This is an optimization exercise on Yosys and OpenROAD, whose aim is small area and a short achievable clock period, not a production implementation.
No functional check of the RTL was part of any run shown here.
No driver is modelled on the clock port, so clocking that relies on it looks cheaper here than on a real chip.
Power figures rest on the tool's default switching activity, not on a simulated workload.

File: flow/flow/run.sh
#!/bin/bash
# The standard ORFS layout (standard.sh) with:
# - port buffers of buf_2 instead of the resizer's default delay cell;
# - CTS without dummy loads, built from clkbuf_8 in sink clusters of 16;
# - timing repair allowed to change a cell's footprint when sizing;
# - no full/half-adder cell extraction in synthesis (ABC maps the adder);
# - after CTS and after global routing, greedy gate sizing on the worst path
#   (post_cts.tcl, post_grt.tcl, gsize.tcl).
# Each tool's log stays under orfs/logs; make's own output goes to flow.log.
set -euo pipefail
export BUFFER_PORTS_ARGS="-buffer_cell sky130_fd_sc_hd__buf_2"
export CTS_ARGS="-sink_clustering_enable -repair_clock_nets -dont_use_dummy_load -buf_list sky130_fd_sc_hd__clkbuf_8 -sink_clustering_size 16 -sink_clustering_max_diameter 40"
export POST_CTS_TCL="$PWD/flow/post_cts.tcl"
export POST_GLOBAL_ROUTE_TCL="$PWD/flow/post_grt.tcl"
bash standard.sh MATCH_CELL_FOOTPRINT=0 ADDER_MAP_FILE= finish > flow.log 2>&1
File: flow/flow/gsize.tcl
set ::gs_est {estimate_parasitics -placement}
proc gs_estimate {} { eval $::gs_est }
# Greedy gate sizing on the worst setup path, run after CTS (placement
# parasitics). Each step tries every other drive strength of each cell on the
# current worst path and keeps the one change that most improves that path's
# endpoint slack without lowering the design's worst slack. Stops at the target
# slack, after max steps, or when no change helps.
proc gs_alts {inst} {
  set lc [$inst liberty_cell]
  if {$lc == "NULL"} { return {} }
  set n [get_name $lc]
  if {![regexp {^(sky130_fd_sc_hd__[a-z0-9]+)_([0-9]+)$} $n -> base drv]} { return {} }
  if {[string match "*clkbuf*" $base] || [string match "*clkinv*" $base] || [string match "*dlygate*" $base] || [string match "*clkdly*" $base]} { return {} }
  set out {}
  foreach c [get_lib_cells */${base}_*] {
    set cn [get_name $c]
    if {$cn != $n && [regexp "^${base}_\[0-9\]+\$" $cn]} { lappend out $cn }
  }
  return $out
}
proc gs_end_slack {pe} { return [$pe slack] }
proc gs_run {target max_steps} {
  set eps 1e-12
  set steps 0
  while {$steps < $max_steps} {
    set wns [sta::worst_slack_cmd max]
    if {$wns >= $target} { break }
    set pe [lindex [find_timing_paths -path_delay max -group_path_count 1] 0]
    set eppin [lindex [[$pe path] pins] 0]
    set ep_slack [$pe slack]
    set insts {}
    set epinst [sta::Pin_instance $eppin]
    set epname [get_full_name $eppin]
    foreach p [[$pe path] pins] {
      set inst [sta::Pin_instance $p]
      if {$inst == "NULL" || $inst == $epinst || [$inst liberty_cell] == "NULL"} { continue }
      if {[lsearch -exact $insts $inst] < 0} { lappend insts $inst }
    }
    set best_gain 0.0; set best_inst ""; set best_cell ""
    foreach inst $insts {
      set nm $inst
      set cur [get_name [$inst liberty_cell]]
      foreach alt [gs_alts $inst] {
        replace_cell $inst $alt
        gs_estimate
        set w2 [sta::worst_slack_cmd max]
        if {[catch {set s2 [get_property [sta::find_pin $epname] slack_max]} err]} { puts "ERR $err [get_full_name $inst] $alt"; set s2 -1000 }
        set s2 [expr {$s2 * 1e-9}]
        replace_cell $inst $cur
        set gain [expr {min($s2, 10.0) - $ep_slack}]
        if {$w2 >= $wns - $eps && $gain > $best_gain + 1e-12} {
          set best_gain $gain; set best_inst $nm; set best_cell $alt
        }
      }
    }
    if {$best_inst == ""} { break }
    replace_cell $best_inst $best_cell
    gs_estimate
    incr steps
  }
  puts "gsize: $steps changes, worst slack [sta::worst_slack_cmd max]"
}
File: flow/flow/post_cts.tcl
# After CTS: greedy drive-strength sizing on the worst setup path (gsize.tcl),
# then legalize; a few rounds, since legalizing moves cells.
source [file join [file dirname [info script]] gsize.tcl]
for {set r 0} {$r < 3} {incr r} {
  estimate_parasitics -placement
  gs_run 2.6e-9 400
  detailed_placement
  estimate_parasitics -placement
  puts "post_cts round $r: worst slack after legalizing [sta::worst_slack_cmd max]"
}
check_placement -verbose
File: flow/flow/post_grt.tcl
# After global routing: greedy drive-strength sizing on the worst setup path
# with global-route parasitics (gsize.tcl), then legalize and reroute the
# changed nets incrementally.
source [file join [file dirname [info script]] gsize.tcl]
set ::gs_est {estimate_parasitics -global_routing}
global_route -start_incremental
estimate_parasitics -global_routing
puts "post_grt: worst slack before [sta::worst_slack_cmd max]"
gs_run 2.6e-9 300
detailed_placement
global_route -end_incremental
estimate_parasitics -global_routing
puts "post_grt: worst slack after [sta::worst_slack_cmd max]"
File: flow/standard.sh
#!/bin/bash
# synth_recipe.tcl (not shown) runs the flow's synth.tcl, then flattens the netlist and writes it again
# the make line also repeats each setting of config.mk as NAME=value (left out here)
make -C /OpenROAD-flow-scripts/flow DESIGN_CONFIG=/design/flow/config.mk WORK_HOME=/design/flow/orfs CLKGATE_MAP_FILE= SYNTH_SCRIPT=/design/flow/synth_recipe.tcl "${@:-finish}"
File: flow/config.mk
export PLATFORM = sky130hd
export DESIGN_NAME = simple_cpu
export DESIGN_NICKNAME = simple_cpu
export VERILOG_FILES = /design/flow/design.v
export SDC_FILE = /design/flow/constraint.sdc
export NUM_CORES = 4
export LEC_CHECK = 0
export ABC_AREA = 0
export CAP_MARGIN = 20
export CORE_MARGIN = 2
export CORE_UTILIZATION = 70
export SETUP_SLACK_MARGIN = 2.4
export SLEW_MARGIN = 20
export TNS_END_PERCENT = 10
File: flow/constraint.sdc
create_clock -name core_clock -period 4.0 [get_ports {clk}]
set_input_delay 0.8000 -clock core_clock [delete_from_list [all_inputs] [get_ports {clk}]]
set_output_delay 0.8000 -clock core_clock [all_outputs]
set_load 0.01 [all_outputs]
File: flow/design.v
module alu (clk, operand_a, operand_b, cin, en, rlo, rhi, result, lo_next, hi_next);
    input clk;
    input [7:0] operand_a, operand_b;
    input cin, en;
    input [3:0] rlo;
    input [7:0] rhi;
    output [7:0] result;
    output [3:0] lo_next;
    output [7:0] hi_next;
    wire [7:0] p = operand_a ^ operand_b;
    wire [7:0] g = operand_a & operand_b;
    wire G10 = g[1] | (p[1] & g[0]), P10 = p[1] & p[0];
    wire G32 = g[3] | (p[3] & g[2]), P32 = p[3] & p[2];
    wire G54 = g[5] | (p[5] & g[4]), P54 = p[5] & p[4];
    wire G64 = g[6] | (p[6] & G54),  P64 = p[6] & P54;
    wire G52 = G54 | (P54 & G32),    P52 = P54 & P32;
    wire G62 = G64 | (P64 & G32),    P62 = P64 & P32;
    wire [7:0] c;
    assign c[0] = cin;
    assign c[1] = g[0] | (p[0] & cin);
    assign c[2] = G10 | (P10 & cin);
    assign c[3] = g[2] | (p[2] & c[2]);
    assign c[4] = G32 | (P32 & c[2]);
    assign c[5] = g[4] | (p[4] & c[4]);
    assign c[6] = G52 | (P52 & c[2]);
    assign c[7] = G62 | (P62 & c[2]);
    wire [7:0] sum = p ^ c;
    reg [7:5] result_hi;
    always @(posedge clk)
        result_hi <= en ? sum[7:5] : 3'd0;
    assign result = {result_hi,
                     rhi[4] | rhi[5] | rhi[6] | rhi[7],
                     rhi[2] | rhi[3] | rhi[6] | rhi[7],
                     rhi[1] | rhi[3] | rhi[5] | rhi[7],
                     rlo[2] | rlo[3],
                     rlo[1] | rlo[3]};
    wire [1:0] s_lo = sum[1:0];
    assign lo_next = en ? (4'b0001 << s_lo) : 4'b0001;
    wire [2:0] s0 = operand_a[4:2] + operand_b[4:2];
    wire [7:0] d0 = 8'b00000001 << s0;
    wire [7:0] d1 = {d0[6:0], d0[7]};
    assign hi_next = en ? (c[2] ? d1 : d0) : 8'b00000001;
endmodule
module reg_mem (lo_next, hi_next, data_in, wen, wen_next, clk, data_out, rlo, rhi);
    input [3:0] lo_next;
    input [7:0] hi_next;
    input [7:0] data_in;
    input wen, wen_next;
    input clk;
    output reg [7:0] data_out;
    reg [255:0] mem_bits;
    output reg [3:0] rlo;
    output reg [7:0] rhi;
    reg [3:0] rlo_rd;
    wire [7:0] rd [0:32];
    assign rd[0] = 8'd0;
    always @(posedge clk) begin
        rlo <= lo_next;
        rlo_rd <= wen_next ? 4'd0 : lo_next;
        rhi <= hi_next;
    end
    genvar k;
    generate
        for (k = 0; k < 32; k = k + 1) begin : word
            wire hit = rlo[k % 4] & rhi[k / 4];
            always @(posedge clk)
                if (wen & hit)
                    mem_bits[8*k +: 8] <= data_in;
            assign rd[k+1] = rd[k] | ({8{rlo_rd[k % 4] & rhi[k / 4]}} & mem_bits[8*k +: 8]);
        end
    endgenerate
    always @(posedge clk)
        data_out <= rd[32];
endmodule
module CU (clk, rst, instr, result, data_out, operand1, operand_b, store_data,
           alu_cin, alu_en, w_r, w_r_next, regfile_a, regfile_b, regfile_c, regfile_d);
    input clk, rst;
    input [19:0] instr;
    input [7:0] result, data_out;
    output reg [7:0] operand1, operand_b, store_data;
    output reg alu_cin, alu_en, w_r;
    output w_r_next;
    output reg [7:0] regfile_a, regfile_b, regfile_c, regfile_d;
    reg s_reset, s_decode, s_execute, s_mem, s_wb;
    reg sel1;
    reg [7:0] regfile [0:3];
    wire [1:0] t = instr[19:18];
    wire is_std = ~t[1] & t[0];
    wire is_load = t[1] & ~t[0];
    wire is_store = t[1] & t[0];
    wire ld_any = ~s_reset;
    wire ld_std = ~s_reset & ~s_mem;
    wire load = t[1] ? ld_any : (t[0] & ld_std);
    wire [7:0] x1 = regfile[instr[17:16]];
    wire [7:0] x2 = regfile[instr[15:14]];
    wire [7:0] x3 = regfile[instr[13:12]];
    wire s_reset_nx = rst | (s_reset & (t == 2'b00));
    wire sel1_nx = s_reset ? 1'b0 : (load ? is_std : sel1);
    assign w_r_next = (rst | s_reset) ? 1'b0 : (load ? is_store : w_r);
    wire [7:0] result2 = sel1 ? result : data_out;
    wire wb = s_wb & (is_std | is_load);
    always @(posedge clk) begin
        if (load) begin
            operand1 <= is_store ? x1 : x2;
            operand_b <= (is_std ? x3 : instr[11:4]) ^ {8{instr[0]}};
            store_data <= x2;
            alu_cin <= instr[0];
        end
        sel1 <= sel1_nx;
        if (s_reset)
            alu_en <= 1'b0;
        else if (load)
            alu_en <= (instr[3:1] == 3'b000);
        w_r <= w_r_next;
        if (s_reset) begin
            regfile[0] <= 8'd0;
            regfile[1] <= 8'd1;
            regfile[2] <= 8'd2;
            regfile[3] <= 8'd3;
        end else if (wb)
            regfile[instr[17:16]] <= result2;
        if (rst) begin
            regfile_a <= 8'd0;
            regfile_b <= 8'd0;
            regfile_c <= 8'd0;
            regfile_d <= 8'd0;
        end else if (s_execute) begin
            regfile_a <= regfile[0];
            regfile_b <= regfile[1];
            regfile_c <= regfile[2];
            regfile_d <= regfile[3];
        end
        s_reset <= s_reset_nx;
        s_decode <= ~rst & ((s_reset & (t != 2'b00)) | (s_mem & is_store) | s_wb);
        s_execute <= ~rst & s_decode;
        s_mem <= ~rst & s_execute & ~is_std;
        s_wb <= ~rst & ((s_execute & is_std) | (s_mem & ~is_store));
    end
endmodule
`timescale 1ns / 1ps
module simple_cpu (clk, rst, instruction, regfile_a, regfile_b, regfile_c, regfile_d);
    input clk, rst;
    input [19:0] instruction;
    output [7:0] regfile_a, regfile_b, regfile_c, regfile_d;
    wire [7:0] operand1, operand_b, store_data, result, data_out;
    wire [3:0] lo_next;
    wire [7:0] hi_next;
    wire [3:0] rlo;
    wire [7:0] rhi;
    wire alu_cin, alu_en, w_r, w_r_next;
    alu alu1 (clk, operand1, operand_b, alu_cin, alu_en, rlo, rhi, result, lo_next, hi_next);
    reg_mem data_memory (lo_next, hi_next, store_data, w_r, w_r_next, clk, data_out, rlo, rhi);
    CU CU1 (clk, rst, instruction, result, data_out, operand1, operand_b, store_data,
            alu_cin, alu_en, w_r, w_r_next, regfile_a, regfile_b, regfile_c, regfile_d);
endmodule
==> results of run 1 <==
## through the flow
step	setup WS [ns]	total power [W]	instances
after floorplan	1.80	0.00481	980
after global placement	1.47	0.00493	1254
after detailed placement	1.43	0.00495	1254
final	2.13	0.00705	1337
## cell type report
class / instances / area [µm²]
Multi-Input combinational cell: 528 / 4310
Fill cell: 1113 / 4170
Clock buffer: 40 / 551
Inverter: 3 / 11.3
Timing Repair Buffer: 111 / 896
Sequential cell: 380 / 10800
Tap cell: 275 / 344
## synthesized netlist by cell type, drive strengths merged (4+ instances only)
master	instances	area share, %
mux2i	48	3.2
nor3	4	0.13
nand2	45	1.1
nor2b	7	0.29
nand4	5	0.21
a21oi	11	0.37
a22oi	73	3.6
buf	21	0.75
edfxtp	313	62
nor2	79	2.0
or2	4	0.17
and3	35	1.5
nor4	5	0.21
xnor2	15	0.87
nand3	30	1.0
clkbuf	49	1.2
nand2b	11	0.52
o21ai	6	0.20
a222oi	23	1.5
a221oi	6	0.35
a211oi	4	0.23
a22o	43	2.5
dfxtp	67	8.9
mux4	24	3.6
xor2	6	0.35
mux2	9	0.67
## per-layer routing
| layer | part of all wire [%] | vias up | global-route usage [%] |
|---|---|---|---|
| li1 | - | 4022 | - |
| met1 | 38 | 4739 | 52.2 |
| met2 | 46 | 701 | 50.5 |
| met3 | 13 | 80 | 7.27 |
| met4 | 2.8 | 0 | 11.0 |
| met5 | 0 | - | 0 |
## worst max-delay path by stage
stage | endpoint | from | cells past startpoint | slack, ns
after detailed placement | CU1.operand_b[3]$_DFFE_PP_ | instruction[18] | 4 | 1.43
after floorplan | CU1.regfile[0][0]$_SDFFCE_PN0P_ | instruction[19] | 6 | 1.80
after global placement | CU1.operand_b[7]$_DFFE_PP_ | instruction[18] | 4 | 1.47
final | data_memory.rhi[4]$_SDFF_PN0_ | CU1.operand1[1]$_DFFE_PP_ | 5 | 2.13
## power breakdown
group          leakage [nW]  switching (W)  internal (W)
clock                 0.288        0.00119      0.000891
combinational          2.12       0.000283      0.000226
sequential             3.43       0.000104       0.00435
total                  5.84        0.00158       0.00547
## cells by family after synthesis
family,Yosys count
adder cells (fa/ha/maj),1
AO/OA/AOI/OAI,190
XOR/XNOR,21
multiplexers,81
flip-flops,380
buffers and inverters,73
AND/OR/NAND/NOR,234
==> run_results.csv, run 1 <==
group,metric,value,unit
timing,period_needed,1.87,ns
setup_path,slowest_stage,"edfxtp_1",
yosys,synth-edff-count,313,
final_layout,largest_register_ffs,256,
setup_path,crit_chain,"and2_1 > o21a_4 > nand2b_4 > mux2_4 > o41ai_4",
global_routing,grt_max_degree,39,
global_routing,grt.overflow.total,0,
final_layout,mostFrequentLayoutCells,"313 x edfxtp_1, 74 x nor2_1, 71 x a22oi_1",
final_layout,diodes,0,
floorplan,core,0.0211,mm²
final_layout,top_regs,"data_memory.mem_bits x256, CU1.regfile x32",
yosys,netlist_area,0.0150,mm²
global_routing,antenna_found_initial,0,
hold_path,hp-start,"CU1.s_decode$_DFF_P_",
timing,maxSlewViolCount,0,
timing,worst_pin_slew,0.996,ns
setup_path,r2r-start,"CU1.operand1[1]$_DFFE_PP_",
place,gp_congestion,0.936,
setup_path,worst-setup-path-type,"flip-flop to flip-flop",
yosys,syn_nets,1002,
yosys,synth_flop_cell,"edfxtp_1",
final_layout,final_nets,1086,
global_routing,grt_pass1_vias,9014,
final_layout,drive_above_1_share,25.7,%
power,leakage,5.84,nW
clocking,cts_tree,"yes",
clocking,cts_sinks,380,
detailed_routing,ant_nets,0,
global_routing,grt_pass1_wl,55700,µm
floorplan,rows,53,
detailed_routing,post-route-drc-count,0,
power,ir_worst_vdd,378,µV
timing,clock.fmax,535,MHz
setup_path,path_max_fanout,6,
setup_path,timing.rr.end,"data_memory.rhi[4]$_SDFF_PN0_",
final_layout,final_area,0.0169,mm²
run,drv_cap,0,
timing,setup_violations,0,
yosys,ys_types,59,
place,placed_area,0.0155,mm²
final_layout,registers.top_by_ff_count,"data_memory.mem_bits",
hold_path,hold_depth,1,
final_layout,syn2layout_area_growth,12.5,%
timing,finalClockSkew,0.0401,ns
yosys,syn_inst,980,
detailed_routing,vias,9542,
yosys,synth-xor-area-share,1.22,%
floorplan,die_w,151,µm
detailed_routing,routedWlPerCell,28.8,µm
power,p_per_area,417,mW/mm²
final_layout,layout_commonest_cell,"edfxtp_1",
place,portBuffers,53,
yosys,async_flop_share,0,%
hold_path,min_path_type,"flip-flop to flip-flop",
setup_path,cp_top_family,"compound AO/OA/AOI/OAI gates",
status,status,"timing/DRC/antenna clean",
yosys,synth-simple-area-share,7.55,%
yosys,seq_area_frac_synth,71.4,%
yosys,synth_compound_area_share,10.2,%
setup_path,regToRegSetupSlack,2.13,ns
timing,slew_headroom,33.6,%
floorplan,die_h,151,µm
timing,whs,0.461,ns
clocking,clk_pin_slew_worst_paths,0.08,ns
place,hpwlAfterDp,23900,µm
floorplan,initial_core_util,71.3,%
detailed_routing,vias_per_cell,7.14,
setup_path,cp.arrival,2.30,ns
hold_path,min_to,"CU1.s_execute$_DFF_P_",
detailed_routing,drt_iter0_drc,1332,
floorplan,fp.dieArea,0.0227,mm²
timing,period_share,46.7,%
setup_path,endpoint_kind,"flip-flop",
setup_path,start_kind,"flip-flop",
yosys,synth.avg_cell_area,15.3,µm²
global_routing,grt_usage,34.2,%
setup_path,crit_path_max_incr_delay,0.51,ns
timing,tns,0,ns
clocking,clk_latency,0.56,ns
yosys,synth_top_family_by_area,"compound AO/OA/AOI/OAI gates",
yosys,synth-seq-cells,380,
yosys,yosys_warnings,3,
setup_path,r2r_cells,5,
final_layout,fin_util,80.2,%
detailed_routing,dr.pass1.iters,8,
timing,hold_viol,0,
yosys,synthAdderAreaFrac,0.0749,%
detailed_routing,routed_wl,38600,µm
setup_path,path_buf_inv,0,
setup_path,cp.required,4.44,ns
yosys,synth_mux_area_share,7.46,%
floorplan,io_pins,54,
==> run 2, diff against run 1 <==
--- a/flow/design.v
+++ b/flow/design.v
@@ -1,10 +1,8 @@
-module alu (clk, operand_a, operand_b, cin, en, rlo, rhi, result, lo_next, hi_next);
+module alu (clk, operand_a, operand_b, cin, en, result, lo_next, hi_next);
     input clk;
     input [7:0] operand_a, operand_b;
     input cin, en;
-    input [3:0] rlo;
-    input [7:0] rhi;
-    output [7:0] result;
+    output reg [7:0] result;
     output [3:0] lo_next;
     output [7:0] hi_next;
     wire [7:0] p = operand_a ^ operand_b;
@@ -25,15 +23,8 @@
     assign c[6] = G52 | (P52 & c[2]);
     assign c[7] = G62 | (P62 & c[2]);
     wire [7:0] sum = p ^ c;
-    reg [7:5] result_hi;
     always @(posedge clk)
-        result_hi <= en ? sum[7:5] : 3'd0;
-    assign result = {result_hi,
-                     rhi[4] | rhi[5] | rhi[6] | rhi[7],
-                     rhi[2] | rhi[3] | rhi[6] | rhi[7],
-                     rhi[1] | rhi[3] | rhi[5] | rhi[7],
-                     rlo[2] | rlo[3],
-                     rlo[1] | rlo[3]};
+        result <= en ? sum : 8'd0;
     wire [1:0] s_lo = sum[1:0];
     assign lo_next = en ? (4'b0001 << s_lo) : 4'b0001;
     wire [2:0] s0 = operand_a[4:2] + operand_b[4:2];
@@ -41,7 +32,7 @@
     wire [7:0] d1 = {d0[6:0], d0[7]};
     assign hi_next = en ? (c[2] ? d1 : d0) : 8'b00000001;
 endmodule
-module reg_mem (lo_next, hi_next, data_in, wen, wen_next, clk, data_out, rlo, rhi);
+module reg_mem (lo_next, hi_next, data_in, wen, wen_next, clk, data_out);
     input [3:0] lo_next;
     input [7:0] hi_next;
     input [7:0] data_in;
@@ -49,9 +40,8 @@
     input clk;
     output reg [7:0] data_out;
     reg [255:0] mem_bits;
-    output reg [3:0] rlo;
-    output reg [7:0] rhi;
-    reg [3:0] rlo_rd;
+    reg [3:0] rlo, rlo_rd;
+    reg [7:0] rhi;
     wire [7:0] rd [0:32];
     assign rd[0] = 8'd0;
     always @(posedge clk) begin
@@ -145,11 +135,9 @@
     wire [7:0] operand1, operand_b, store_data, result, data_out;
     wire [3:0] lo_next;
     wire [7:0] hi_next;
-    wire [3:0] rlo;
-    wire [7:0] rhi;
     wire alu_cin, alu_en, w_r, w_r_next;
-    alu alu1 (clk, operand1, operand_b, alu_cin, alu_en, rlo, rhi, result, lo_next, hi_next);
-    reg_mem data_memory (lo_next, hi_next, store_data, w_r, w_r_next, clk, data_out, rlo, rhi);
+    alu alu1 (clk, operand1, operand_b, alu_cin, alu_en, result, lo_next, hi_next);
+    reg_mem data_memory (lo_next, hi_next, store_data, w_r, w_r_next, clk, data_out);
     CU CU1 (clk, rst, instruction, result, data_out, operand1, operand_b, store_data,
             alu_cin, alu_en, w_r, w_r_next, regfile_a, regfile_b, regfile_c, regfile_d);
 endmodule
==> run 2 against run 1 <==
  * Synthesized cell count is 2.6% higher
  * First-iteration DRC count fell by 18%
  * Sequential cell count grew 5
  * Critical path depth is the same
  * Sequential power rose by 1%
  * Synthesized area rose by 1.0%
  * Critical path type unchanged
  * Largest power group unchanged
  * Highest routed layer unchanged
==> run_results.csv, run 2 <==
group,metric,value,unit
final_layout,registers.top_by_ff_count,"data_memory.mem_bits",
run,drv_cap,0,
setup_path,cpMostUsedCell,"a222oi_1",
setup_path,crit_path_max_incr_delay,0.57,ns
detailed_routing,vias,9706,
yosys,synth-edff-count,313,
yosys,synth-seq-cells,385,
power,p_per_area,411,mW/mm²
timing,maxSlewViolCount,0,
setup_path,cp_top_family,"compound AO/OA/AOI/OAI gates",
floorplan,io_pins,54,
place,portBuffers,53,
yosys,synth.area.top_cells,"edfxtp_1 62%, dfxtp_1 9.5%, mux4_2 3.6%",
setup_path,crit_chain,"buf_12 > a222oi_1 > nand2_1 > a222oi_1 > nand3_1",
setup_path,cp.required,4.43,ns
setup_path,endpoint_kind,"flip-flop",
global_routing,antenna_found_initial,1,
setup_path,slowest_stage,"a222oi_1",
setup_path,path_max_fanout,20,
global_routing,grt_pass1_wl,57300,µm
setup_path,r2r-start,"data_memory.rhi[7]$_SDFF_PN0_",
setup_path,r2r_cells,5,
final_layout,final_nets,1123,
final_layout,top_regs,"data_memory.mem_bits x256, CU1.regfile x32",
yosys,ys_types,55,
timing,finalClockSkew,0.0584,ns
clocking,cts_tree,"yes",
power,ir_worst_vdd,362,µV
place,placed_cells,1278,
place,hpwlAfterDp,24300,µm
global_routing,grt.overflow.total,0,
timing,slew_headroom,28.4,%
detailed_routing,vias_per_cell,7.06,
status,status,"timing/DRC/antenna clean",
timing,setup_violations,0,
setup_path,cp-endpoint,"data_memory.data_out[6]$_DFF_P_",
setup_path,worst-setup-path-type,"flip-flop to flip-flop",
setup_path,timing.rr.end,"data_memory.data_out[6]$_DFF_P_",
yosys,async_flop_share,0,%
floorplan,rows,53,
yosys,synth_flop_cell,"edfxtp_1",
global_routing,grt_max_degree,39,
global_routing,grt_usage,34.9,%
detailed_routing,routedWlPerCell,28.9,µm
timing,period_share,48.9,%
final_layout,mostFrequentLayoutCells,"313 x edfxtp_1, 80 x nor2_1, 63 x a22oi_1",
yosys,seq_area_frac_synth,71.4,%
power,leakage,6.02,nW
clocking,clk_latency,0.58,ns
clocking,cts_sinks,385,
clocking,clk_pin_slew_worst_paths,0.09,ns
detailed_routing,ant_nets,0,
place,gp_congestion,0.978,
setup_path,regToRegSetupSlack,2.04,ns
detailed_routing,post-route-drc-count,0,
timing,tns,0,ns
hold_path,min_path_type,"primary input to flip-flop",
floorplan,die_h,151,µm
power,fin_total_pwr,0.00712,W
setup_path,path_buf_inv,1,
final_layout,diodes,0,
final_layout,syn2layout_area_growth,14.0,%
floorplan,fp.dieArea,0.0229,mm²
floorplan,initial_core_util,71.8,%
timing,worst_pin_slew,1.07,ns
final_layout,layout_commonest_cell,"edfxtp_1",
yosys,syn_nets,1027,
final_layout,largest_register_ffs,256,
yosys,synthTopCellsByCount,"313 x edfxtp_1, 82 x nor2_1, 72 x dfxtp_1",
setup_path,crit_cells,5,
timing,clock.fmax,511,MHz
timing,period_needed,1.96,ns
detailed_routing,drt_iter0_drc,1086,
final_layout,final_cells,1374,
yosys,synth_area_leader_cell,"edfxtp_1",
final_layout,drive_above_1_share,26.7,%
setup_path,startpoint,"data_memory.rhi[7]$_SDFF_PN0_",
yosys,yosysMostFrequentCell,"edfxtp_1",
floorplan,core,0.0212,mm²
yosys,synth.top_cell.area_share,61.9,%
yosys,synth.avg_cell_area,15.1,µm²
global_routing,grt_pass1_vias,9490,
yosys,syn_inst,1005,
detailed_routing,dr.pass1.iters,8,
yosys,yosys_warnings,3,
timing,hold_viol,0,
detailed_routing,routed_wl,39600,µm
yosys,netlist_area,0.0152,mm²
setup_path,cp.arrival,2.38,ns
setup_path,start_kind,"flip-flop",
floorplan,die_w,151,µm
run 2: cell count changes after synthesis, sizes merged, moves of 3 or more:
cell	previous run	this run
nand3	30	34
nor2	79	90
xnor2	15	20
nand4	5	8
dfxtp	67	72
a222oi	23	19
nand2b	11	5
a22oi	73	69
clkbuf	49	56
buf	21	14
nand2	45	50
nor4	5	2
nor3	4	8
run 2: kinds of logic after synthesis:
family	synth area share [%]
AOI/OAI and AO/OA	9.42
adders and majority gates	0.140
xor gates and xnor gates	1.38
buffers and inverters	2.06
and+or+nand+nor	8.19
muxes	7.45
DFF	71.4
run 2: power breakdown:
group	switching, W	internal (W)
Combinational	0.000276	0.000247
Sequential	0.000116	0.00441
Clock	0.00122	0.000850
run 2: layout make-up:
class                           count  area, µm²
Sequential cell                   385      10900
Multi-Input combinational cell    544       4320
Fill cell                        1062       3840
Timing Repair Buffer              126       1200
Clock buffer                       38        523
Tap cell                          275        344
Inverter                            6       22.5
run 2: per-stage QoR:
step	hold slack [ns]	setup slack, ns	utilization, %	instance area [µm²]
2_1_floorplan	0.414	1.50	-	15200
3_3_place_gp	0.430	1.08	74.0	15600
3_5_place_dp	0.461	1.00	74.0	15600
6_report	0.435	2.04	81.9	17300
run 2: how the worst min path moves through the flow:
| stage | start | to | slack (ns) | cells after the start |
|---|---|---|---|---|
| 6_report | instruction[19] | CU1.sel1$_SDFFE_PP0P_ | 0.44 | 2 |
| 3_3_place_gp | CU1.s_decode$_DFF_P_ | CU1.s_execute$_DFF_P_ | 0.43 | 1 |
| 2_1_floorplan | CU1.s_decode$_DFF_P_ | CU1.s_execute$_DFF_P_ | 0.41 | 1 |
| 3_5_place_dp | CU1.s_decode$_DFF_P_ | CU1.s_execute$_DFF_P_ | 0.46 | 1 |
run 2: routing by layer:
metal	GRT usage [%]	part of all wire, %	up-vias
met5	0	0	-
met4	17.2	5.8	0
met3	5.99	11	154
met2	59.6	51	723
met1	43.5	33	4726
li1	-	-	4103
==> run 3, diff against run 2 <==
--- a/flow/design.v
+++ b/flow/design.v
@@ -1,8 +1,10 @@
-module alu (clk, operand_a, operand_b, cin, en, result, lo_next, hi_next);
+module alu (clk, operand_a, operand_b, cin, en, rlo, rhi, result, lo_next, hi_next);
     input clk;
     input [7:0] operand_a, operand_b;
     input cin, en;
-    output reg [7:0] result;
+    input [3:0] rlo;
+    input [7:0] rhi;
+    output [7:0] result;
     output [3:0] lo_next;
     output [7:0] hi_next;
     wire [7:0] p = operand_a ^ operand_b;
@@ -23,8 +25,15 @@
     assign c[6] = G52 | (P52 & c[2]);
     assign c[7] = G62 | (P62 & c[2]);
     wire [7:0] sum = p ^ c;
+    reg [7:5] result_hi;
     always @(posedge clk)
-        result <= en ? sum : 8'd0;
+        result_hi <= en ? sum[7:5] : 3'd0;
+    assign result = {result_hi,
+                     rhi[4] | rhi[5] | rhi[6] | rhi[7],
+                     rhi[2] | rhi[3] | rhi[6] | rhi[7],
+                     rhi[1] | rhi[3] | rhi[5] | rhi[7],
+                     rlo[2] | rlo[3],
+                     rlo[1] | rlo[3]};
     wire [1:0] s_lo = sum[1:0];
     assign lo_next = en ? (4'b0001 << s_lo) : 4'b0001;
     wire [2:0] s0 = operand_a[4:2] + operand_b[4:2];
@@ -32,21 +41,20 @@
     wire [7:0] d1 = {d0[6:0], d0[7]};
     assign hi_next = en ? (c[2] ? d1 : d0) : 8'b00000001;
 endmodule
-module reg_mem (lo_next, hi_next, data_in, wen, wen_next, clk, data_out);
+module reg_mem (lo_next, hi_next, data_in, wen, clk, data_out, rlo, rhi);
     input [3:0] lo_next;
     input [7:0] hi_next;
     input [7:0] data_in;
-    input wen, wen_next;
+    input wen;
     input clk;
     output reg [7:0] data_out;
     reg [255:0] mem_bits;
-    reg [3:0] rlo, rlo_rd;
-    reg [7:0] rhi;
+    output reg [3:0] rlo;
+    output reg [7:0] rhi;
     wire [7:0] rd [0:32];
     assign rd[0] = 8'd0;
     always @(posedge clk) begin
         rlo <= lo_next;
-        rlo_rd <= wen_next ? 4'd0 : lo_next;
         rhi <= hi_next;
     end
     genvar k;
@@ -56,20 +64,19 @@
             always @(posedge clk)
                 if (wen & hit)
                     mem_bits[8*k +: 8] <= data_in;
-            assign rd[k+1] = rd[k] | ({8{rlo_rd[k % 4] & rhi[k / 4]}} & mem_bits[8*k +: 8]);
+            assign rd[k+1] = rd[k] | ({8{hit}} & mem_bits[8*k +: 8]);
         end
     endgenerate
     always @(posedge clk)
-        data_out <= rd[32];
+        data_out <= wen ? 8'd0 : rd[32];
 endmodule
 module CU (clk, rst, instr, result, data_out, operand1, operand_b, store_data,
-           alu_cin, alu_en, w_r, w_r_next, regfile_a, regfile_b, regfile_c, regfile_d);
+           alu_cin, alu_en, w_r, regfile_a, regfile_b, regfile_c, regfile_d);
     input clk, rst;
     input [19:0] instr;
     input [7:0] result, data_out;
     output reg [7:0] operand1, operand_b, store_data;
     output reg alu_cin, alu_en, w_r;
-    output w_r_next;
     output reg [7:0] regfile_a, regfile_b, regfile_c, regfile_d;
     reg s_reset, s_decode, s_execute, s_mem, s_wb;
     reg sel1;
@@ -86,7 +93,6 @@
     wire [7:0] x3 = regfile[instr[13:12]];
     wire s_reset_nx = rst | (s_reset & (t == 2'b00));
     wire sel1_nx = s_reset ? 1'b0 : (load ? is_std : sel1);
-    assign w_r_next = (rst | s_reset) ? 1'b0 : (load ? is_store : w_r);
     wire [7:0] result2 = sel1 ? result : data_out;
     wire wb = s_wb & (is_std | is_load);
     always @(posedge clk) begin
@@ -101,7 +107,10 @@
             alu_en <= 1'b0;
         else if (load)
             alu_en <= (instr[3:1] == 3'b000);
-        w_r <= w_r_next;
+        if (rst | s_reset)
+            w_r <= 1'b0;
+        else if (load)
+            w_r <= is_store;
         if (s_reset) begin
             regfile[0] <= 8'd0;
             regfile[1] <= 8'd1;
@@ -135,9 +144,11 @@
     wire [7:0] operand1, operand_b, store_data, result, data_out;
     wire [3:0] lo_next;
     wire [7:0] hi_next;
-    wire alu_cin, alu_en, w_r, w_r_next;
-    alu alu1 (clk, operand1, operand_b, alu_cin, alu_en, result, lo_next, hi_next);
-    reg_mem data_memory (lo_next, hi_next, store_data, w_r, w_r_next, clk, data_out);
+    wire [3:0] rlo;
+    wire [7:0] rhi;
+    wire alu_cin, alu_en, w_r;
+    alu alu1 (clk, operand1, operand_b, alu_cin, alu_en, rlo, rhi, result, lo_next, hi_next);
+    reg_mem data_memory (lo_next, hi_next, store_data, w_r, clk, data_out, rlo, rhi);
     CU CU1 (clk, rst, instruction, result, data_out, operand1, operand_b, store_data,
-            alu_cin, alu_en, w_r, w_r_next, regfile_a, regfile_b, regfile_c, regfile_d);
+            alu_cin, alu_en, w_r, regfile_a, regfile_b, regfile_c, regfile_d);
 endmodule
==> flow/flow/run.sh (replaced) <==
#!/bin/bash
# The standard ORFS layout (standard.sh) with:
# - port buffers of buf_2 instead of the resizer's default delay cell;
# - CTS without dummy loads, built from clkbuf_8 in sink clusters of 16;
# - timing repair allowed to change a cell's footprint when sizing;
# - no full/half-adder cell extraction in synthesis (ABC maps the adder);
# - after CTS and after global routing, greedy gate sizing on the worst path
#   (post_cts.tcl, post_grt.tcl, gsize.tcl);
# - a222oi_1, which has no stronger size, added to the platform's don't-use list.
# Each tool's log stays under orfs/logs; make's own output goes to flow.log.
set -euo pipefail
DONT_USE="sky130_fd_sc_hd__probe_p_8 sky130_fd_sc_hd__probec_p_8 sky130_fd_sc_hd__lpflow_bleeder_1 sky130_fd_sc_hd__lpflow_clkbufkapwr_1 sky130_fd_sc_hd__lpflow_clkbufkapwr_16 sky130_fd_sc_hd__lpflow_clkbufkapwr_2 sky130_fd_sc_hd__lpflow_clkbufkapwr_4 sky130_fd_sc_hd__lpflow_clkbufkapwr_8 sky130_fd_sc_hd__lpflow_clkinvkapwr_1 sky130_fd_sc_hd__lpflow_clkinvkapwr_16 sky130_fd_sc_hd__lpflow_clkinvkapwr_2 sky130_fd_sc_hd__lpflow_clkinvkapwr_4 sky130_fd_sc_hd__lpflow_clkinvkapwr_8 sky130_fd_sc_hd__lpflow_decapkapwr_12 sky130_fd_sc_hd__lpflow_decapkapwr_3 sky130_fd_sc_hd__lpflow_decapkapwr_4 sky130_fd_sc_hd__lpflow_decapkapwr_6 sky130_fd_sc_hd__lpflow_decapkapwr_8 sky130_fd_sc_hd__lpflow_inputiso0n_1 sky130_fd_sc_hd__lpflow_inputiso0p_1 sky130_fd_sc_hd__lpflow_inputiso1n_1 sky130_fd_sc_hd__lpflow_inputiso1p_1 sky130_fd_sc_hd__lpflow_inputisolatch_1 sky130_fd_sc_hd__lpflow_isobufsrc_1 sky130_fd_sc_hd__lpflow_isobufsrc_16 sky130_fd_sc_hd__lpflow_isobufsrc_2 sky130_fd_sc_hd__lpflow_isobufsrc_4 sky130_fd_sc_hd__lpflow_isobufsrc_8 sky130_fd_sc_hd__lpflow_isobufsrckapwr_16 sky130_fd_sc_hd__lpflow_lsbuf_lh_hl_isowell_tap_1 sky130_fd_sc_hd__lpflow_lsbuf_lh_hl_isowell_tap_2 sky130_fd_sc_hd__lpflow_lsbuf_lh_hl_isowell_tap_4 sky130_fd_sc_hd__lpflow_lsbuf_lh_isowell_4 sky130_fd_sc_hd__lpflow_lsbuf_lh_isowell_tap_1 sky130_fd_sc_hd__lpflow_lsbuf_lh_isowell_tap_2 sky130_fd_sc_hd__lpflow_lsbuf_lh_isowell_tap_4 sky130_fd_sc_hd__a222oi_1"
export BUFFER_PORTS_ARGS="-buffer_cell sky130_fd_sc_hd__buf_2"
export CTS_ARGS="-sink_clustering_enable -repair_clock_nets -dont_use_dummy_load -buf_list sky130_fd_sc_hd__clkbuf_8 -sink_clustering_size 16 -sink_clustering_max_diameter 40"
export POST_CTS_TCL="$PWD/flow/post_cts.tcl"
export POST_GLOBAL_ROUTE_TCL="$PWD/flow/post_grt.tcl"
bash standard.sh "DONT_USE_CELLS=$DONT_USE" MATCH_CELL_FOOTPRINT=0 ADDER_MAP_FILE= finish > flow.log 2>&1
--- a/flow/config.mk
+++ b/flow/config.mk
@@ -9,6 +9,6 @@
 export CAP_MARGIN = 20
 export CORE_MARGIN = 2
 export CORE_UTILIZATION = 70
-export SETUP_SLACK_MARGIN = 2.4
+export SETUP_SLACK_MARGIN = 2.5
 export SLEW_MARGIN = 20
 export TNS_END_PERCENT = 10
==> run 3 against run 2 <==
  * Still clean
  * Final area shrank 0.38%
  * Setup slack better by 0.12 ns
  * Fmax increased by 6.8%
  * Sequential share of layout area fell by 0.68 points
  * Final cell count shrank 0.44%
  * Sequential power is 2% lower
  * Clock power is essentially flat
  * Synthesized cell count fell by 0.40%
  * Total power fell by 1.7%
  * Register-to-register slack improved by 0.12 ns
  * Hold slack gained 0.019 ns
  * Clock skew increased by 0.010 ns
  * Critical path type is now flip-flop to output pin
  * Largest power group unchanged
==> run_results.csv, run 3 <==
group,metric,value,unit
status,status,"timing/DRC/antenna clean",
final_layout,top_regs,"data_memory.mem_bits x256, CU1.regfile x32",
global_routing,grt.overflow.total,0,
floorplan,core,0.0210,mm²
setup_path,endpoint_kind,"output pin",
power,ir_worst_vdd,387,µV
final_layout,layout_commonest_cell,"edfxtp_1",
clocking,cts_sinks,376,
timing,period_needed,1.83,ns
yosys,ys_types,57,
global_routing,grt_usage,33.7,%
final_layout,multi_input_area,0.00427,mm²
final_layout,largest_register_ffs,256,
timing,clock.fmax,546,MHz
final_layout,fillCellCount,1052,
hold_path,min_to,"CU1.s_execute$_DFF_P_",
yosys,synth.area.top_cells,"edfxtp_1 63%, dfxtp_1 8.4%, a22oi_1 5.0%",
final_layout,syn2layout_area_growth,15.6,%
floorplan,fp.dieArea,0.0225,mm²
clocking,cts_tree,"yes",
yosys,synth-seq-cells,376,
hold_path,min_path_type,"flip-flop to flip-flop",
yosys,syn_nets,1023,
detailed_routing,routed_wl,42400,µm
place,portBuffers,53,
detailed_routing,post-route-drc-count,0,
yosys,synth.top_cell.area_share,63.0,%
final_layout,final_cells,1368,
timing,tns,0,ns
setup_path,crit_chain,"buf_6",
floorplan,rows,53,
final_layout,final_nets,1117,
detailed_routing,drt_iter0_drc,1569,
setup_path,r2r-start,"CU1.operand1[1]$_DFFE_PP_",
floorplan,die_w,150,µm
global_routing,antenna_found_initial,0,
yosys,synth.avg_cell_area,14.9,µm²
detailed_routing,vias,9958,
setup_path,cp.required,3.20,ns
power,p_per_area,406,mW/mm²
timing,maxSlewViolCount,0,
yosys,synth_area_leader_cell,"edfxtp_1",
timing,hold_viol,0,
yosys,netlist_area,0.0149,mm²
setup_path,timing.rr.end,"data_memory.rhi[5]$_SDFF_PN0_",
setup_path,path_buf_inv,1,
detailed_routing,dr.pass1.iters,6,
timing,period_share,45.8,%
yosys,seq_area_frac_synth,71.4,%
run,drv_cap,0,
place,placed_cells,1266,
global_routing,grt_pass1_wl,54800,µm
clocking,clk_latency,0.56,ns
detailed_routing,routedWlPerCell,31.0,µm
final_layout,registers.top_by_ff_count,"data_memory.mem_bits",
detailed_routing,vias_per_cell,7.28,
global_routing,grt_max_degree,39,
setup_path,cp.arrival,1.03,ns
final_layout,drive_above_1_share,27.5,%
setup_path,path_max_fanout,2,
final_layout,ff_latch_area,0.0108,mm²
hold_path,hold_depth,1,
yosys,synthTopCellsByCount,"313 x edfxtp_1, 99 x a22oi_1, 79 x nor2_1",
setup_path,regToRegSetupSlack,2.17,ns
clocking,clk_pin_slew_worst_paths,0.08,ns
yosys,synth_flop_cell,"edfxtp_1",
setup_path,crit_cells,1,
timing,finalClockSkew,0.0688,ns
yosys,yosysMostFrequentCell,"edfxtp_1",
yosys,async_flop_share,0,%
detailed_routing,ant_nets,0,
floorplan,die_h,150,µm
final_layout,diodes,0,
power,leakage,5.90,nW
yosys,yosys_warnings,3,
setup_path,r2r_cells,5,
timing,slew_headroom,25.3,%
setup_path,start_kind,"flip-flop",
place,gp_congestion,0.942,
floorplan,initial_core_util,71.2,%
global_routing,grt_pass1_vias,9032,
place,hpwlAfterDp,23000,µm
yosys,synth-edff-count,313,
timing,worst_pin_slew,1.12,ns
timing,setup_violations,0,
yosys,syn_inst,1001,
hold_path,hp-start,"CU1.s_decode$_DFF_P_",
setup_path,worst-setup-path-type,"flip-flop to output pin",
floorplan,io_pins,54,
setup_path,cp_top_family,"flip-flops",
final_layout,mostFrequentLayoutCells,"313 x edfxtp_1, 88 x a22oi_1, 77 x nor2_1",
setup_path,slowest_stage,"dfxtp_2",
setup_path,crit_path_max_incr_delay,0.35,ns
run 3: cell count changes after synthesis, sizes merged, moves of 3 or more:
cell / change
a22oi: +30
a222oi: -19
nor2: -11
a22o: -10
dfxtp: -9
nand2: +8
mux2i: -6
xnor2: -5
a21boi: +4
a31oi: +4
nand3: -4
o21ai: +4
buf: +3
run 3: report_power, final:
| group | leakage, nW | internal, W | switching [W] |
|---|---|---|---|
| clock | 0.280 | 0.000870 | 0.00120 |
| sequential | 3.40 | 0.00431 | 0.000115 |
| combinational | 2.22 | 0.000222 | 0.000278 |
| total | 5.90 | 0.00540 | 0.00159 |
run 3: how the worst max path moves through the flow:
stage,startpoint,to,slack [ns]
global placement,instruction[18],CU1.operand_b[4]$_DFFE_PP_,1.48
floorplan,instruction[19],CU1.regfile[0][0]$_SDFFCE_PN0P_,1.80
detailed placement,instruction[18],CU1.operand_b[6]$_DFFE_PP_,1.38
finish,regfile_a[0]$_SDFFE_PP0P_,regfile_a[0],2.17
run 3: final cells by class:
| cell class | instances | share of cell area, % |
|---|---|---|
| Multi-Input combinational cell | 547 | 24.7 |
| Tap cell | 275 | 1.99 |
| Sequential cell | 376 | 62.3 |
| Timing Repair inverter | 1 | 0.0435 |
| Timing Repair Buffer | 126 | 7.68 |
| Clock buffer | 39 | 3.11 |
| Inverter | 4 | 0.109 |
run 3: layer usage:
layer  vias up  global-route usage, %  wire length [µm]  part of all wire [%]
met3       110                   7.23              6600                    16
met1      4853                   51.4             15100                    36
li1       4078                      -                 -                     -
met5         -                      0                 0                     0
met4         0                   9.86              1330                   3.1
met2       917                   50.0             19300                    46
run 3: per-stage QoR:
stage,instance area (µm²),setup slack [ns],util (%),hold WS [ns],power [W]
2_1_floorplan,15000,1.80,-,0.414,0.00475
3_3_place_gp,15400,1.48,73.4,0.440,0.00488
3_5_place_dp,15400,1.38,73.4,0.445,0.00490
6_report,17300,2.17,82.3,0.454,0.00700
run 3: kinds of logic (layout without fill, tap and decap cells):
logic type	after synthesis	count (layout)	synth area share, %
simple gates	247	247	7.84
compound gates	201	201	10.1
xor+xnor	20	20	1.17
flops	376	376	71.4
mux	77	77	7.25
buf+inv	78	170	2.05
fa+ha+maj	2	2	0.142

[what the ideal ports hide]
Ports are ideal in the flow. The routed layouts listed here were re-timed in OpenROAD. Step 1, drivers: a clkbuf_16 drives clk and a buf_2 each remaining input, both assumed. Step 2 moves the port delays by t, midway between the first and last clock arrival at a register: inputs arrive t later, outputs are due t later. That takes back most of the time a late clock gives input paths. a / b / c = ideal ports / drivers / drivers and shift; a / b = the first two.
run	shift t [ns]	setup slack, ns	worst setup path after step 2
run 1	0.589	2.132 / 2.132 / 1.697	input to register
run 2	0.597	2.045 / 2.045 / 1.640	input to register
run 3	0.585	2.169 / 2.121 / 1.694	input to register
After both steps setup and hold are still met in every run listed. The setup slack of run 3, which loses most, moves by -0.048 ns with the drivers and by -0.475 ns with both steps.
